This design comes from an exercise in tuning for small area on the open sky130 flow, not from production work. Only simulation tests tie the RTL to the original design; equivalence was not proved. Power figures rest on the tool's default switching activity, not on a simulated workload.

## rev 12
==> flow/design.v <==
module adc128spiController (
input  wire        clk_40MHz,
input  wire [8:0]  pos,
output wire        spi_cs_n,
output wire        spi_sclk,
output wire        spi_din,
input  wire        spi_dout,
output wire [5:0]  shown
);
localparam integer LEN = 52;
assign spi_cs_n = (pos[7:0] == 8'd0);
assign spi_sclk = ~pos[3] & (pos[7:4] != 4'd0);
assign spi_din  = pos[8] & ~pos[7] & pos[6] & ~pos[5] & (pos[4] ^ pos[3]);
wire sample = (pos[3:0] == 4'd15) & (pos[7:6] != 2'd0);
wire first6 = ~pos[7] | ~(pos[6] | pos[5]);    
wire [3:0] ins;
assign ins[0] = sample & ~pos[8] &  first6;
assign ins[1] = sample & ~pos[8] & ~first6;
assign ins[2] = sample &  pos[8] &  first6;
assign ins[3] = sample &  pos[8] & ~first6;
reg [LEN-1:0] loop;
wire [LEN-1:0] prev = {loop[LEN-2:0], loop[LEN-1]};
always @(posedge clk_40MHz) begin
	loop    <= prev;
	loop[12] <= ins[0] ? spi_dout : prev[12];
	loop[3]  <= ins[1] ? spi_dout : prev[3];
	loop[6]  <= ins[2] ? spi_dout : prev[6];
	loop[49] <= ins[3] ? spi_dout : prev[49];
end
assign shown = {loop[0], loop[36], loop[20], loop[4], loop[40], loop[24]};
endmodule
module pcm1802Slave (
input  wire        clk_40MHz,
input  wire [8:0]  pos,
output wire        bck,
output wire        lrck,
output wire        scki,
input  wire        dout,
output wire [5:0]  left_g01,
output wire [5:0]  left_g2,
output wire [5:0]  left_g3,
output wire [5:0]  right_g02,
output wire [5:0]  right_g13
);
localparam integer LLEN = 29;
localparam integer RLEN = 25;
assign scki = pos[0];
assign bck  = pos[2];
assign lrck = pos[8] ^ (&pos[7:2]);    
wire sample = (pos[2:0] == 3'd3) & ~(pos[7] & pos[6]);
wire g0 = ~pos[7] & ~pos[6] & ~(pos[5] & pos[4]);
wire g3 = pos[7] & ~(~pos[6] & ~pos[5] & ~pos[4]);
wire lsample = sample & ~pos[8];
wire rsample = sample &  pos[8];
reg [LLEN-1:0] lloop;
reg [RLEN-1:0] rloop;
wire [LLEN-1:0] lprev = {lloop[LLEN-2:0], lloop[LLEN-1]};
wire [RLEN-1:0] rprev = {rloop[RLEN-2:0], rloop[RLEN-1]};
always @(posedge clk_40MHz) begin
	lloop     <= lprev;
	lloop[0]  <= (lsample &  g0) ? dout : lprev[0];
	lloop[18] <= (lsample & ~g0) ? dout : lprev[18];
	rloop     <= rprev;
	rloop[0]  <= (rsample &  g0) ? dout : rprev[0];
	rloop[19] <= (rsample & ~g0 & ~g3) ? dout : rprev[19];
	rloop[13] <= (rsample &  g3) ? dout : rprev[13];
end
assign left_g01  = {lloop[24], lloop[16], lloop[8],  lloop[0],  lloop[21], lloop[13]};
assign left_g2   = {lloop[6],  lloop[27], lloop[19], lloop[11], lloop[3],  lloop[24]};
assign left_g3   = {lloop[17], lloop[9],  lloop[1],  lloop[22], lloop[14], lloop[6]};
assign right_g02 = {rloop[19], rloop[11], rloop[3],  rloop[20], rloop[12], rloop[4]};
assign right_g13 = {rloop[16], rloop[8],  rloop[0],  rloop[17], rloop[9],  rloop[1]};
endmodule
module dataGenerator (
	input clock,
	input [8:0] pos,          
	input frame1,             
	input frame2,             
	input [9:0] adc_databus,
	input testModeFlag,
	input seqLoad,           
	input [5:0] adc_shown,         
	input [5:0] pcm_left_g01,
	input [5:0] pcm_left_g2,
	input [5:0] pcm_left_g3,
	input [5:0] pcm_right_g02,
	input [5:0] pcm_right_g13,
	output [15:0] dataOut
);
reg [9:0] adcData;
reg [9:0] testData;
reg [47:0] sequenceCount;
reg [5:0] top_6_bits;
localparam [191:0] SYNC_PATTERN = 192'hDDDF20251015DDDF20251015DDDF20251016FEDCBA987654;
wire started = frame1 | (pos != 9'd0);
assign dataOut[15:10] = top_6_bits & {6{started}};
assign dataOut[9:0] = (testModeFlag ? testData : adcData) & {10{started}};
genvar b;
wire        in_sync = ~(pos[8] | pos[7] | pos[6] | pos[5]);                 
wire        in_aud  = ~(pos[8] | pos[7] | pos[6]) & pos[5] & ~pos[4];        
wire        in_seq  = pos[8] | pos[7] | pos[6] | (pos[5] & pos[4]);         
reg [5:0] sync_field;
always @(*) begin
	case (pos[4:0])
		5'd0: sync_field = SYNC_PATTERN[5:0];
		5'd1: sync_field = SYNC_PATTERN[11:6];
		5'd2: sync_field = SYNC_PATTERN[17:12];
		5'd3: sync_field = SYNC_PATTERN[23:18];
		5'd4: sync_field = SYNC_PATTERN[29:24];
		5'd5: sync_field = SYNC_PATTERN[35:30];
		5'd6: sync_field = SYNC_PATTERN[41:36];
		5'd7: sync_field = SYNC_PATTERN[47:42];
		5'd8: sync_field = SYNC_PATTERN[53:48];
		5'd9: sync_field = SYNC_PATTERN[59:54];
		5'd10: sync_field = SYNC_PATTERN[65:60];
		5'd11: sync_field = SYNC_PATTERN[71:66];
		5'd12: sync_field = SYNC_PATTERN[77:72];
		5'd13: sync_field = SYNC_PATTERN[83:78];
		5'd14: sync_field = SYNC_PATTERN[89:84];
		5'd15: sync_field = SYNC_PATTERN[95:90];
		5'd16: sync_field = SYNC_PATTERN[101:96];
		5'd17: sync_field = SYNC_PATTERN[107:102];
		5'd18: sync_field = SYNC_PATTERN[113:108];
		5'd19: sync_field = SYNC_PATTERN[119:114];
		5'd20: sync_field = SYNC_PATTERN[125:120];
		5'd21: sync_field = SYNC_PATTERN[131:126];
		5'd22: sync_field = SYNC_PATTERN[137:132];
		5'd23: sync_field = SYNC_PATTERN[143:138];
		5'd24: sync_field = SYNC_PATTERN[149:144];
		5'd25: sync_field = SYNC_PATTERN[155:150];
		5'd26: sync_field = SYNC_PATTERN[161:156];
		5'd27: sync_field = SYNC_PATTERN[167:162];
		5'd28: sync_field = SYNC_PATTERN[173:168];
		5'd29: sync_field = SYNC_PATTERN[179:174];
		5'd30: sync_field = SYNC_PATTERN[185:180];
		5'd31: sync_field = SYNC_PATTERN[191:186];
	endcase
end
wire [7:0]  seq_sel;
wire [15:0] aud_sel;
generate
	for (b = 0; b < 8; b = b + 1) begin : seq_sels
		assign seq_sel[b] = in_seq & (pos[2:0] == b);
	end
	for (b = 0; b < 16; b = b + 1) begin : aud_sels
		assign aud_sel[b] = in_aud & (pos[3:0] == b);
	end
endgenerate
wire adc_on = frame2;
wire pl_on  = frame2;
wire pr_on  = frame1;
wire [5:0] field =
	({6{in_sync}} & sync_field) |
	({6{seq_sel[0]}} & sequenceCount[5:0]) |
	({6{seq_sel[1]}} & sequenceCount[11:6]) |
	({6{seq_sel[2]}} & sequenceCount[17:12]) |
	({6{seq_sel[3]}} & sequenceCount[23:18]) |
	({6{seq_sel[4]}} & sequenceCount[29:24]) |
	({6{seq_sel[5]}} & sequenceCount[35:30]) |
	({6{seq_sel[6]}} & sequenceCount[41:36]) |
	({6{seq_sel[7]}} & sequenceCount[47:42]) |
	({6{(aud_sel[0] | aud_sel[1] | aud_sel[2] | aud_sel[3]) & adc_on}} & adc_shown) |
	({6{(aud_sel[6] | aud_sel[7]) & pl_on}} & pcm_left_g01) |
	({6{aud_sel[8] & pl_on}} & pcm_left_g2) |
	({6{aud_sel[9] & pl_on}} & pcm_left_g3) |
	({6{(aud_sel[10] | aud_sel[12]) & pr_on}} & pcm_right_g02) |
	({6{(aud_sel[11] | aud_sel[13]) & pr_on}} & pcm_right_g13);
wire        seq_inc = in_seq & (pos[2:0] == 3'd7);
wire [48:0] seq_carry;
wire [10:0] test_carry;
assign seq_carry[0]  = seq_inc;
assign test_carry[0] = 1'b1;
generate
	for (b = 0; b < 48; b = b + 1) begin : seq_add
		assign seq_carry[b+1] = seq_carry[b] & sequenceCount[b];
	end
	for (b = 0; b < 10; b = b + 1) begin : test_add
		assign test_carry[b+1] = test_carry[b] & testData[b];
	end
endgenerate
wire [47:0] seq_sum = sequenceCount ^ seq_carry[47:0];
always @(posedge clock) begin
	adcData <= adc_databus;
	top_6_bits <= field;
	if (!started)
		testData <= 10'd1;
	else if (&testData[9:2])    
		testData <= 10'd0;
	else
		testData <= testData ^ test_carry[9:0];
	sequenceCount <= seqLoad ? {sequenceCount[37:0] & {38{started}}, adc_databus}
	                         : seq_sum & {48{started}};
end
endmodule
module ddCapture (
	input         clk,           
	input         nReset,        
	input  [9:0]  adc_databus,   
	input         testMode,      
	input         seqLoad,       
	input         adc128_sdat,   
	input         pcm_dout,      
	output [15:0] dataOut,       
	output        adc128_cs_n,
	output        adc128_sclk,
	output        adc128_din,
	output        pcm_bck,
	output        pcm_lrck,
	output        pcm_scki
);
reg [8:0] pos;
reg       frame1, frame2;
wire [9:0] pos_carry;
assign pos_carry[0] = 1'b1;
genvar i;
generate for (i = 0; i < 9; i = i + 1) begin : pos_inc
	assign pos_carry[i+1] = pos_carry[i] & pos[i];
end endgenerate
wire [8:0] pos_next = pos ^ pos_carry[8:0];
always @(posedge clk or negedge nReset) begin
	if (!nReset) begin
		pos    <= 9'd0;
		frame1 <= 1'b0;
		frame2 <= 1'b0;
	end else begin
		pos <= pos_next;
		if (pos == 9'd511) begin
			frame1 <= 1'b1;
			frame2 <= frame1;
		end
	end
end
wire [5:0]  adc_shown;
wire [5:0]  pcm_left_g01, pcm_left_g2, pcm_left_g3, pcm_right_g02, pcm_right_g13;
adc128spiController audioController0 (
	.clk_40MHz(clk),
	.pos(pos),
	.spi_dout(adc128_sdat),
	.spi_cs_n(adc128_cs_n),
	.spi_sclk(adc128_sclk),
	.spi_din(adc128_din),
	.shown(adc_shown)
);
pcm1802Slave pcm1802_0 (
	.clk_40MHz(clk),
	.pos(pos),
	.bck(pcm_bck),
	.lrck(pcm_lrck),
	.scki(pcm_scki),
	.dout(pcm_dout),
	.left_g01(pcm_left_g01),
	.left_g2(pcm_left_g2),
	.left_g3(pcm_left_g3),
	.right_g02(pcm_right_g02),
	.right_g13(pcm_right_g13)
);
dataGenerator dataGenerator0 (
	.clock(clk),
	.pos(pos),
	.frame1(frame1),
	.frame2(frame2),
	.adc_databus(adc_databus),
	.testModeFlag(testMode),
	.seqLoad(seqLoad),
	.adc_shown(adc_shown),
	.pcm_left_g01(pcm_left_g01),
	.pcm_left_g2(pcm_left_g2),
	.pcm_left_g3(pcm_left_g3),
	.pcm_right_g02(pcm_right_g02),
	.pcm_right_g13(pcm_right_g13),
	.dataOut(dataOut)
);
endmodule
export LEC_CHECK = 0
export CAP_MARGIN = 20
export CORE_MARGIN = 2
export CORE_UTILIZATION = 40
export SLEW_MARGIN = 20
create_clock -name core_clock -period 25.0 [get_ports {clk}]
standard.sh (not shown) runs the stock make flow with config.mk's settings and CLKGATE_MAP_FILE= SYNTH_SCRIPT=/design/flow/synth_recipe.tcl, a recipe that flattens the netlist after the stock synthesis.
==> flow/flow/run.sh <==
#!/bin/bash
# Own layout flow: the standard flow (standard.sh) with three changes to
# how the layout is made; the floorplan, power grid, taps, placement, routing
# and finish are the standard flow's, unchanged.
#  - synthesis: synth_recipe.tcl unchanged, except that the final ABC mapping
#    uses flow/abc_area.script (area-oriented mapping) instead of ORFS's speed
#    script. Registers are mapped by the same steps, so they keep their names
#    and cell types.
#  - clock tree: no dummy loads, clkbuf_8 buffers (CTS_ARGS)
#  - port buffers: the smallest buffer cell (BUFFER_PORTS_ARGS)
# Tool logs stay under orfs/logs/; make's output goes to flow_make.log.
set -euo pipefail
here=$(pwd)
export CTS_ARGS="-sink_clustering_enable -repair_clock_nets -dont_use_dummy_load -buf_list sky130_fd_sc_hd__clkbuf_8"
export BUFFER_PORTS_ARGS="-buffer_cell sky130_fd_sc_hd__buf_1"
{
  echo "proc abc {args} { set i [lsearch -exact \$args -script]; if {\$i >= 0} { lset args [expr {\$i + 1}] $here/flow/abc_area.script }; yosys abc {*}\$args }"
  cat synth_recipe.tcl
} > flow_synth.tcl
grep -q "SYNTH_SCRIPT=$here/synth_recipe.tcl" standard.sh
sed "s#SYNTH_SCRIPT=$here/synth_recipe.tcl#SYNTH_SCRIPT=$here/flow_synth.tcl#" standard.sh > flow_standard.sh
bash flow_standard.sh > flow_make.log 2>&1
==> flow/flow/abc_area.script <==
strash
&get -n
&st
&synch2
&nf
&put
strash
dc2
dch -f
amap -F 4 -A 4
topo
stime -c
--- input diff rev 12..rev 13 ---
diff --git a/flow/design.v b/flow/design.v
--- a/flow/design.v
+++ b/flow/design.v
@@ -72,6 +72,7 @@
 assign right_g13 = {rloop[16], rloop[8],  rloop[0],  rloop[17], rloop[9],  rloop[1]};
 endmodule
 module dataGenerator (
+	input nReset,
 	input clock,
 	input [8:0] pos,          
 	input frame1,             
@@ -92,9 +93,9 @@
 reg [47:0] sequenceCount;
 reg [5:0] top_6_bits;
 localparam [191:0] SYNC_PATTERN = 192'hDDDF20251015DDDF20251015DDDF20251016FEDCBA987654;
-wire started = frame1 | (pos != 9'd0);
-assign dataOut[15:10] = top_6_bits & {6{started}};
-assign dataOut[9:0] = (testModeFlag ? testData : adcData) & {10{started}};
+assign dataOut[15:10] = top_6_bits;
+wire adc_valid = frame1 | (pos != 9'd0);
+assign dataOut[9:0] = testModeFlag ? testData : (adcData & {10{adc_valid}});
 genvar b;
 wire        in_sync = ~(pos[8] | pos[7] | pos[6] | pos[5]);                 
 wire        in_aud  = ~(pos[8] | pos[7] | pos[6]) & pos[5] & ~pos[4];        
@@ -178,18 +179,24 @@
 		assign test_carry[b+1] = test_carry[b] & testData[b];
 	end
 endgenerate
-wire [47:0] seq_sum = sequenceCount ^ seq_carry[47:0];
-always @(posedge clock) begin
+always @(posedge clock)
 	adcData <= adc_databus;
-	top_6_bits <= field;
-	if (!started)
-		testData <= 10'd1;
-	else if (&testData[9:2])    
+always @ (posedge clock, negedge nReset) begin
+	if (!nReset) begin
 		testData <= 10'd0;
-	else
-		testData <= testData ^ test_carry[9:0];
-	sequenceCount <= seqLoad ? {sequenceCount[37:0] & {38{started}}, adc_databus}
-	                         : seq_sum & {48{started}};
+		sequenceCount <= 48'd0;
+		top_6_bits <= 6'd0;
+	end else begin
+		if (testData == 10'd1020)
+			testData <= 10'd0;
+		else
+			testData <= testData ^ test_carry[9:0];
+		top_6_bits <= field;
+		if (seqLoad)
+			sequenceCount <= {sequenceCount[37:0], adc_databus};
+		else
+			sequenceCount <= sequenceCount ^ seq_carry[47:0];
+	end
 end
 endmodule
 module ddCapture (
@@ -255,6 +262,7 @@
 	.right_g13(pcm_right_g13)
 );
 dataGenerator dataGenerator0 (
+	.nReset(nReset),
 	.clock(clk),
 	.pos(pos),
 	.frame1(frame1),
### Flow results
Compared rev 12 against rev 13; depth of the worst hold-timing path within noise.
Pin count of the biggest net entering global routing was higher in the run labelled rev 13.
Relative to rev 12, the number of standard cells in the layout, taps in and fillers out measured on rev 13 has decreased by a few percent.
When rev 13 is set beside rev 12, its routed wire length turns out to be 440 µm larger.
Global-route usage: rev 13 vs rev 12 up 0.36 points
Diff rev 12 -> rev 13: cell area after technology mapping up 250 µm²; reported combinational group power up about 3%; worst setup slack after layout up 0.044 ns; worst-case hold slack flat; post-route total power up about 0.5%.
The met1 track utilization from global routing in rev 13 sits 0.56 points above the value recorded for rev 12.
Comparing rev 12 and rev 13, design area is higher on rev 13.

==> afterwards: timing with drivers on the ports <==
In the flow no input, the clock included, has a driving cell. The finished layouts below were timed again as built, in two steps.
Step 1, drivers: a clkbuf_16 drives clk and a buf_2 each remaining input, both assumed.
Step 2 adds t to the input delays and takes it off the output delays; t is the mean of the earliest and latest rising clock arrival at the registers after step 1. Input paths then give back, and output paths get back, about the clock's delay inside the block.
Slacks: ideal / step 1 / step 2; pairs: ideal / step 1.
run	t (ns)	setup WS [ns]	hold WS [ns]	worst slew at a driven data input, ns	cell pins on the clock port's net
rev 12	0.488	13.823 / 13.796 / 13.796	0.307 / 0.307 / 0.307	0.03	1
rev 13	0.489	13.867 / 13.843 / 13.843	0.307 / 0.307 / 0.307	0.03	1
After both steps setup and hold are still met in every run listed. For rev 12, which loses most, drivers alone change the setup slack by -0.027 ns; drivers and shift together by -0.027 ns.
